Background: an optimization exercise with open tools, aiming at small area, a short achievable clock period and few clock cycles. Do not read the settings as production practice.
Function was checked by simulation only, so behaviour that the tests miss may differ from the original.
No activity file was given, so power comes from the tool's default toggle rates.

==> design/flow/design.v <==
module rv32 (clk,clrn,pc,inst,m_addr,d_f_mem,d_t_mem,write,
                                 io_rdn,io_wrn,rvram,wvram,read);
    input         clk, clrn;                                  
    input  [31:0] inst;                                       
    input  [31:0] d_f_mem;                                    
    output [31:0] pc;                                         
    output [31:0] m_addr;                                     
    output [31:0] d_t_mem;                                    
    output  [3:0] write;                                      
    output        read;                                       
    output  [3:0] wvram;                                      
    output        rvram;                                      
    output   reg  io_wrn;                                     
    output   reg  io_rdn;                                     
    reg           wreg;                                       
    reg     [3:0] wmem;                                       
    reg           rmem;                                       
    reg    [31:0] alu_out;                                    
    reg    [31:0] mem_out;                                    
    reg    [31:0] m_addr;                                     
    reg    [31:0] next_pc;                                    
    reg    [31:0] d_t_mem;
    wire   [31:0] pc_plus_4 = pc + 4;                         
    wire    [6:0] opcode = inst[6:0];   
    wire    [2:0] func3  = inst[14:12]; 
    wire    [6:0] func7  = inst[31:25]; 
    wire    [4:0] rd     = inst[11:7];  
    wire    [4:0] rs     = inst[19:15];  
    wire    [4:0] rt     = inst[24:20];  
    wire    [4:0] shamt  = inst[24:20];  
    wire          sign   = inst[31];
    wire   [11:0] imm    = inst[31:20];
    wire   [31:0] broffset  = {{19{sign}},inst[31],inst[7],inst[30:25],inst[11:8],1'b0};    
    wire   [31:0] simm      = {{20{sign}},inst[31:20]};                                     
    wire   [31:0] stimm     = {{20{sign}},inst[31:25],inst[11:7]};                          
    wire   [31:0] uimm      = {inst[31:12],12'h0};                                          
    wire   [31:0] jaloffset = {{11{sign}},inst[31],inst[19:12],inst[20],inst[30:21],1'b0};  
    wire i_auipc = (opcode == 7'b0010111);
    wire i_lui   = (opcode == 7'b0110111);
    wire i_jal   = (opcode == 7'b1101111);
    wire i_jalr  = (opcode == 7'b1100111) & (func3 == 3'b000);
    wire i_beq   = (opcode == 7'b1100011) & (func3 == 3'b000);
    wire i_bne   = (opcode == 7'b1100011) & (func3 == 3'b001);
    wire i_blt   = (opcode == 7'b1100011) & (func3 == 3'b100);
    wire i_bge   = (opcode == 7'b1100011) & (func3 == 3'b101);
    wire i_bltu  = (opcode == 7'b1100011) & (func3 == 3'b110);
    wire i_bgeu  = (opcode == 7'b1100011) & (func3 == 3'b111);
    wire i_lb    = (opcode == 7'b0000011) & (func3 == 3'b000);
    wire i_lh    = (opcode == 7'b0000011) & (func3 == 3'b001);
    wire i_lw    = (opcode == 7'b0000011) & (func3 == 3'b010);
    wire i_lbu   = (opcode == 7'b0000011) & (func3 == 3'b100);
    wire i_lhu   = (opcode == 7'b0000011) & (func3 == 3'b101);
    wire i_sb    = (opcode == 7'b0100011) & (func3 == 3'b000);
    wire i_sh    = (opcode == 7'b0100011) & (func3 == 3'b001);
    wire i_sw    = (opcode == 7'b0100011) & (func3 == 3'b010);
    wire i_addi  = (opcode == 7'b0010011) & (func3 == 3'b000);
    wire i_slti  = (opcode == 7'b0010011) & (func3 == 3'b010);
    wire i_sltiu = (opcode == 7'b0010011) & (func3 == 3'b011);
    wire i_xori  = (opcode == 7'b0010011) & (func3 == 3'b100);
    wire i_ori   = (opcode == 7'b0010011) & (func3 == 3'b110);
    wire i_andi  = (opcode == 7'b0010011) & (func3 == 3'b111);
    wire i_csrrw = (opcode == 7'b1110011) & (func3 == 3'b001);  
    wire i_slli  = (opcode == 7'b0010011) & (func3 == 3'b001) & (func7 == 7'b0000000);
    wire i_srli  = (opcode == 7'b0010011) & (func3 == 3'b101) & (func7 == 7'b0000000);
    wire i_srai  = (opcode == 7'b0010011) & (func3 == 3'b101) & (func7 == 7'b0100000);
    wire i_add   = (opcode == 7'b0110011) & (func3 == 3'b000) & (func7 == 7'b0000000);
    wire i_sub   = (opcode == 7'b0110011) & (func3 == 3'b000) & (func7 == 7'b0100000);
    wire i_sll   = (opcode == 7'b0110011) & (func3 == 3'b001) & (func7 == 7'b0000000);
    wire i_slt   = (opcode == 7'b0110011) & (func3 == 3'b010) & (func7 == 7'b0000000);
    wire i_sltu  = (opcode == 7'b0110011) & (func3 == 3'b011) & (func7 == 7'b0000000);
    wire i_xor   = (opcode == 7'b0110011) & (func3 == 3'b100) & (func7 == 7'b0000000);
    wire i_srl   = (opcode == 7'b0110011) & (func3 == 3'b101) & (func7 == 7'b0000000);
    wire i_sra   = (opcode == 7'b0110011) & (func3 == 3'b101) & (func7 == 7'b0100000);
    wire i_or    = (opcode == 7'b0110011) & (func3 == 3'b110) & (func7 == 7'b0000000);
    wire i_and   = (opcode == 7'b0110011) & (func3 == 3'b111) & (func7 == 7'b0000000);
    reg    [31:0]  pc;
    always @ (posedge clk or negedge clrn) begin
        if (!clrn) pc <= 0;
        else       pc <= next_pc;
    end
    wire        i_load = i_lw | i_lb | i_lbu | i_lh | i_lhu | i_csrrw;
    wire [31:0] data_2_rf = i_load ? mem_out : alu_out;
    reg    [31:0] regfile [1:31];                           
    wire   [31:0] a = (rs==0) ? 0 : regfile[rs];            
    wire   [31:0] b = (rt==0) ? 0 : regfile[rt];            
    always @ (posedge clk) begin
        if (wreg && (rd != 0)) begin
            regfile[rd] <= data_2_rf;                       
        end
    end
    wire  vr_space =                                        
          alu_out[31] &  
          alu_out[30] &  
         ~alu_out[29];   
    assign write   =    wmem & {4{~vr_space}};              
    assign read    =    rmem &    ~vr_space;                
    assign wvram   =    wmem & {4{vr_space}};               
    assign rvram   =    rmem & vr_space;                    
    always @(*) begin                                       
        alu_out = 0;                                        
        mem_out = 0;                                        
        m_addr  = 0;                                        
        wreg    = 0;                                        
        wmem    = 4'b0000;                                  
        rmem    = 0;                                        
        io_rdn  = 1;
        io_wrn  = 1;
        d_t_mem = b;
        next_pc = pc_plus_4;
        case (1'b1)
            i_add: begin                                    
                alu_out = a + b;
                wreg    = 1; end
            i_sub: begin                                    
                alu_out = a - b;
                wreg    = 1; end
            i_and: begin                                    
                alu_out = a & b;
                wreg    = 1; end
            i_or: begin                                     
                alu_out = a | b;
                wreg    = 1; end
            i_xor: begin                                    
                alu_out = a ^ b;
                wreg    = 1; end
            i_sll: begin                                    
                alu_out = a << b[4:0];
                wreg    = 1; end
            i_srl: begin                                    
                alu_out = a >> b[4:0];
                wreg    = 1; end
            i_sra: begin                                    
                alu_out = $signed(a) >>> b[4:0];
                wreg    = 1; end
            i_slli: begin                                   
                alu_out = a << shamt;
                wreg    = 1; end
            i_srli: begin                                   
                alu_out = a >> shamt;
                wreg    = 1; end
            i_srai: begin                                   
                alu_out = $signed(a) >>> shamt;
                wreg    = 1; end
            i_slt: begin                                    
                if ($signed(a) < $signed(b)) 
                  alu_out = 1;
                wreg    = 1; end
            i_sltu: begin                                   
                if ({1'b0,a} < {1'b0,b}) 
                  alu_out = 1;
                wreg    = 1; end
            i_addi: begin                                   
                alu_out = a + simm;
                wreg    = 1; end
            i_andi: begin                                   
                alu_out = a & simm;
                wreg    = 1; end
            i_ori: begin                                    
                alu_out = a | simm;
                wreg    = 1; end
            i_xori: begin                                   
                alu_out = a ^ simm;
                wreg    = 1; end
            i_slti: begin                                   
                if ($signed(a) < $signed(simm)) 
                  alu_out = 1;
                wreg    = 1; end
            i_sltiu: begin                                  
                if ({1'b0,a} < {1'b0,simm}) 
                  alu_out = 1;
                wreg    = 1; end
            i_lw: begin                                     
                alu_out = a + simm;
                m_addr  = {alu_out[31:2],2'b00};            
                rmem    = 1;
                mem_out = d_f_mem;
                wreg    = 1; end
            i_lbu: begin                                    
                alu_out = a + simm;
                m_addr  = alu_out;
                rmem    = 1;
                case(m_addr[1:0])
                  2'b00: mem_out = {24'h0,d_f_mem[ 7: 0]};
                  2'b01: mem_out = {24'h0,d_f_mem[15: 8]};
                  2'b10: mem_out = {24'h0,d_f_mem[23:16]};
                  2'b11: mem_out = {24'h0,d_f_mem[31:24]};
                endcase
                wreg    = 1; end
            i_lb: begin                                     
                alu_out = a + simm;
                m_addr  = alu_out;
                rmem    = 1;
                case(m_addr[1:0])
                  2'b00: mem_out = {{24{d_f_mem[ 7]}},d_f_mem[ 7: 0]};
                  2'b01: mem_out = {{24{d_f_mem[15]}},d_f_mem[15: 8]};
                  2'b10: mem_out = {{24{d_f_mem[23]}},d_f_mem[23:16]};
                  2'b11: mem_out = {{24{d_f_mem[31]}},d_f_mem[31:24]};
                endcase
                wreg    = 1; end
            i_lhu: begin                                    
                alu_out = a + simm;
                m_addr  = {alu_out[31:1],1'b0};             
                rmem    = 1;
                       case(m_addr[1])
                  1'b0: mem_out = {16'h0,d_f_mem[15: 0]};
                  1'b1: mem_out = {16'h0,d_f_mem[31:16]};
                endcase
                wreg    = 1; end
            i_lh: begin                                     
                alu_out = a + simm;
                m_addr  = {alu_out[31:1],1'b0};             
                rmem    = 1;
                case(m_addr[1])
                  1'b0: mem_out = {{16{d_f_mem[15]}},d_f_mem[15: 0]};
                  1'b1: mem_out = {{16{d_f_mem[31]}},d_f_mem[31:16]};
                endcase
                wreg    = 1; end
            i_sb: begin                                     
                alu_out = a + stimm;
                m_addr  = alu_out;
                wmem    = 4'b0001 << alu_out[1:0];
                d_t_mem = {4{b[7:0]}}; end
            i_sh: begin                                     
                alu_out = a + stimm;
                m_addr  = {alu_out[31:1],1'b0};             
                wmem    = 4'b0011 << {alu_out[1],1'b0};
                d_t_mem = {2{b[15:0]}}; end
            i_sw: begin                                     
                alu_out = a + stimm;
                m_addr  = {alu_out[31:2],2'b00};            
                wmem    = 4'b1111; end
            i_beq: begin                                    
                if (a == b) 
                  next_pc = pc + broffset; end
            i_bne: begin                                    
                if (a != b) 
                  next_pc = pc + broffset; end
            i_blt: begin                                    
                if ($signed(a) < $signed(b)) 
                  next_pc = pc + broffset; end
            i_bge: begin                                    
                if ($signed(a) >= $signed(b)) 
                  next_pc = pc + broffset; end
            i_bltu: begin                                   
                if ({1'b0,a} < {1'b0,b}) 
                  next_pc = pc + broffset; end
            i_bgeu: begin                                   
                if ({1'b0,a} >= {1'b0,b}) 
                  next_pc = pc + broffset; end
            i_auipc: begin                                  
                alu_out = pc + uimm;
                wreg    = 1; end
            i_lui: begin                                    
                alu_out = uimm;
                wreg    = 1; end
            i_jal: begin                                    
                alu_out = pc_plus_4;
                wreg    = 1;
                next_pc = pc + jaloffset; end
            i_jalr: begin                                   
                alu_out = pc_plus_4;
                wreg    = 1;
                next_pc = (a + simm) & 32'hfffffffe; end
            i_csrrw: begin                                  
                m_addr  = {20'h0,imm};
                if (rd != 0) begin
                    io_rdn  = 0;  
                    mem_out = d_f_mem;
                    wreg    = 1;
                end
                if (rs != 0) begin
                    io_wrn  = 0;  
                    d_t_mem = a;
                end
            end
            default: ;
        endcase
    end
endmodule
==> design/flow/run.sh <==
#!/bin/bash
# synth_recipe.tcl (not shown) runs the flow's synth.tcl, then flattens the netlist and writes it again
# the make line also repeats each setting of config.mk as NAME=value (left out here)
make -C /OpenROAD-flow-scripts/flow DESIGN_CONFIG=/design/flow/config.mk WORK_HOME=/design/flow/orfs CLKGATE_MAP_FILE= SYNTH_SCRIPT=/design/flow/synth_recipe.tcl finish
==> design/flow/config.mk <==
export PLATFORM = sky130hd
export DESIGN_NAME = rv32
export DESIGN_NICKNAME = rv32
export VERILOG_FILES = /design/flow/design.v
export SDC_FILE = /design/flow/constraint.sdc
export NUM_CORES = 4
export LEC_CHECK = 0
export CAP_MARGIN = 20
export CORE_MARGIN = 2
export CORE_UTILIZATION = 35
export SLEW_MARGIN = 20
==> design/flow/constraint.sdc <==
create_clock -name core_clock -period 14.5 [get_ports {clk}]
set_input_delay 2.9000 -clock core_clock [delete_from_list [all_inputs] [get_ports {clk}]]
set_output_delay 2.9000 -clock core_clock [all_outputs]
set_load 0.01 [all_outputs]
==> notes.md <==
- Vias: 71910
- Commonest non-fill, non-tap cell in the layout: edfxtp_1
- Worst reg2reg endpoint: regfile[11][20]
- Final slew viol count: 0
- Drc violations: 0
- Max VDD drop: 106 uV
- Clock transition at path regs: about 0.06 ns
- Setup-failing EPs final: 0
- Critical Path RT: 11.60 ns
- Worst skew pair latency: 0.78 ns
- Core area: 214000 um^2
- First-pass GRT wire length: 598 mm
- GRT Util Overall: 39.8%
- Startpoint types: primary input
- Setup Fix Bufs, Post-CTS: 0
- Detailed placement HPWL: 334 mm
- Area of the multi-input gates: ~42000 um^2
- MaxCap Viol Count: 0
- Min-Delay Endpoint: pc[1]
- Most frequent cells in the layout: edfxtp_1, a21oi_1, nand2_1
- Yosys cell types: 106
- Die span in y: 468 um
- Total negative setup slack: 0 ns
- Clk sinks: between 1000 and 1500
- Vias in the first global route: 67318
- Pre-CTS setup slack: 0.673 ns
- Reg2Reg Setup Slack: 5.96 ns
- Fin. Hold Viols: 0
- Post-synthesis register bit count: 1023
- Achievable clock frequency: 70.5 MHz
- Most used DFF post-synth: edfxtp_1
- CTS tree: built
- Min Tclk post-route: 14.18 ns
- Setup CP Type: in2out
- Final worst slack: 0.316 ns
- Dpl cell area: 82600 um^2
- Worst r2r path cells: 20
- Status: timing/DRC/antenna clean
- Antenna violations before repair: 43
- Largest net degree at the start of global routing: 87
- Antenna viol nets, final: 0
- Critical path arrival: 11.28 ns
- TritonCTS Buffers: 107
- Initial Utilization: 35.1%
- Port Buf Inserts: 172
- Vias per cell: 6.99
- Nets: 7688
- RSZ-0062 raised after global routing: false
- Post_cts resized: 0
- Leakage Power: 0.0310 uW
- Drt pass-1 iters: 9
- Num ports: 174
- Seq. cell area: 30600 um^2
- Layout Utilization: 40.3%
- GRT overflow: 0
- Synthesized net count: 7449
- Seq/Total Area, Yosys: 40.6%
- Syn Std Cell Area: around 75000 um^2
- Period utilisation layout: 97.8%
- Placed cells: 10055
- Worst Hold Class: reg2reg
- Pwr/cell area: 120 nW/um^2
- Hold_buf cts: 0
- Cells after synthesis: 7092
- Overall die area: approximately 220000 um^2
- Post-Syn Area per Cell: approximately 11 um^2
- R2r startpoint: regfile[21][2]
- Clk root buf: clkbuf_16
- P&R area growth vs syn: 14.7%
- WL final: 449 mm
- # rows: 170
- Routability cong.: 1.11
- Post-synth EDFFs: 992
- CP Capture Type: output port
- Clock Skew: 0.0793 ns
- Worst Hold Depth: 2
- Share of cells above drive strength 1: 16.7%
- Htree depth: 3
- Layout Cells excl Fill: around 10000
- DR WL/cell: about 44 um
- # fillers: 20685
- Die Width: 468 um
- Worst-margin pin slew: 1.34 ns
- Slew headroom: 10.7%
- FFs w/ async S/R, synth: 3.03%
- Crit Path Max Fanout: 27
- DR iter-0 viols: about 11000
- Clk buf depth: 3
- Synth warn: 1
- Design area: 86400 um^2
- HP Start: pc[1]
## Yosys cell counts (all sizes together) (136+ instances only)
cell	instances	area [um^2]
a211oi	239	1860
a21oi	626	3140
a22oi	205	1540
buf	232	1380
clkbuf	303	1140
edfxtp	992	29800
ha	284	3550
inv	155	582
mux2i	473	4750
mux4	353	8010
nand2	546	2060
nand3	186	948
nor2	544	2040
nor3	136	686
o21ai	397	1990
## metal layers
| layer | vias to the layer above | track usage (%) | wire, um |
|---|---|---|---|
| met5 | - | 0 | 146 |
| met1 | 36514 | 50.4 | 170000 |
| met2 | 5588 | 59.1 | 191000 |
| li1 | 28477 | - | - |
| met4 | 22 | 27.1 | 37500 |
| met3 | 1309 | 10.8 | 49900 |
## metrics by stage
stage	hold slack, ns	total power (uW)
final	0.747	10400
after global placement	0.691	7350
after CTS	0.726	10200
after detailed placement	0.718	7340
after global routing	0.770	10600
after floorplan	0.593	5610
## worst max-delay path by stage
stage               slack, ns  endpoint  cells past startpoint  startpoint
finish                   0.32  write[2]                     24    inst[15]
global route             0.15  write[1]                     26    inst[16]
CTS                      0.65  write[1]                     26    inst[19]
detailed placement       0.67  write[1]                     26    inst[19]
global placement         0.43  write[0]                     23    inst[19]
floorplan                2.20  wvram[0]                     24    inst[20]
## power by group
group          switching [uW]  internal [uW]  leakage, uW
Sequential                123           3360      0.00956
Clock                    1220           1640      0.00175
Combinational            2760           1260       0.0197
Total                    4100           6250       0.0310
## state kept, by name, indices dropped and copies added, names as in the netlist
signal,count
pc,31
regfile,992
## cell type report
class                   count  share of cell area [%]
flip-flops and latches   1023                    35.4
clock buffers             125                    3.19
well taps                2838                    4.11
inverters                 158                   0.692
multi-input cells        5376                    49.0
clock inverters            76                    1.05
repair buffers            665                    6.54
diodes                     28                  0.0811
## worst max-delay path, cell delays in order
cell	delay [ns]
clkbuf_8	0.24
nand3b_2	0.72
buf_4	0.36
o221ai_1	0.21
nor4_1	0.17
nor3_1	0.77
nand2_1	0.29
ha_1	0.79
nand4_1	0.42
nor4_1	0.69
a21boi_0	0.47
or3_1	0.17
and3_1	0.19
o21ai_0	0.15
o2111a_1	0.19
nor3_1	0.19
buf_4	0.19
or2_1	0.19
nand3_1	0.12
buf_4	0.18
nor4_2	0.75
buf_4	0.26
nor2_1	0.05
clkdlybuf4s50_1	0.48
## cells by family after synthesis
group / count (synthesis) / share of synthesized area (%)
xor gates and xnor gates: 174 / 2.02
other: 1 / 0.00498
and+or+nand+nor: 1777 / 10.9
DFF: 1023 / 40.6
buffers and inverters: 693 / 4.13
AOI/OAI and AO/OA: 2266 / 19.9
muxes: 867 / 17.5
adders and majority gates: 291 / 4.90
Testbench counts, summed over its fixed seeds: cycles 41,292.

## port drivers added, routing unchanged
How much do the figures lean on ideal ports? The routed layout below was timed once more, with nothing changed but the port constraints. Step 1 (the two cells are an assumption about what drives the block):
set clk [get_ports {clk}]
set_driving_cell -lib_cell sky130_fd_sc_hd__clkbuf_16 $clk
set_driving_cell -lib_cell sky130_fd_sc_hd__buf_2 [delete_from_list [all_inputs] $clk]
Step 2 moves the port delays by t, midway between the first and last clock arrival at a register: inputs arrive t later, outputs are due t later. That takes back most of the time a late clock gives input paths. Slacks: ideal / step 1 / step 2; pairs: ideal / step 1.
shift t [ns]: 0.822
slack for setup (ns): 0.316 / 0.234 / 0.234
clock arrival spread, ns: 0.079 / 0.080
worst data-port slew with drivers (ns): 0.11
After both steps this run still meets setup and hold. The setup slack of this run moves by -0.082 ns with the drivers and by -0.082 ns with both steps.
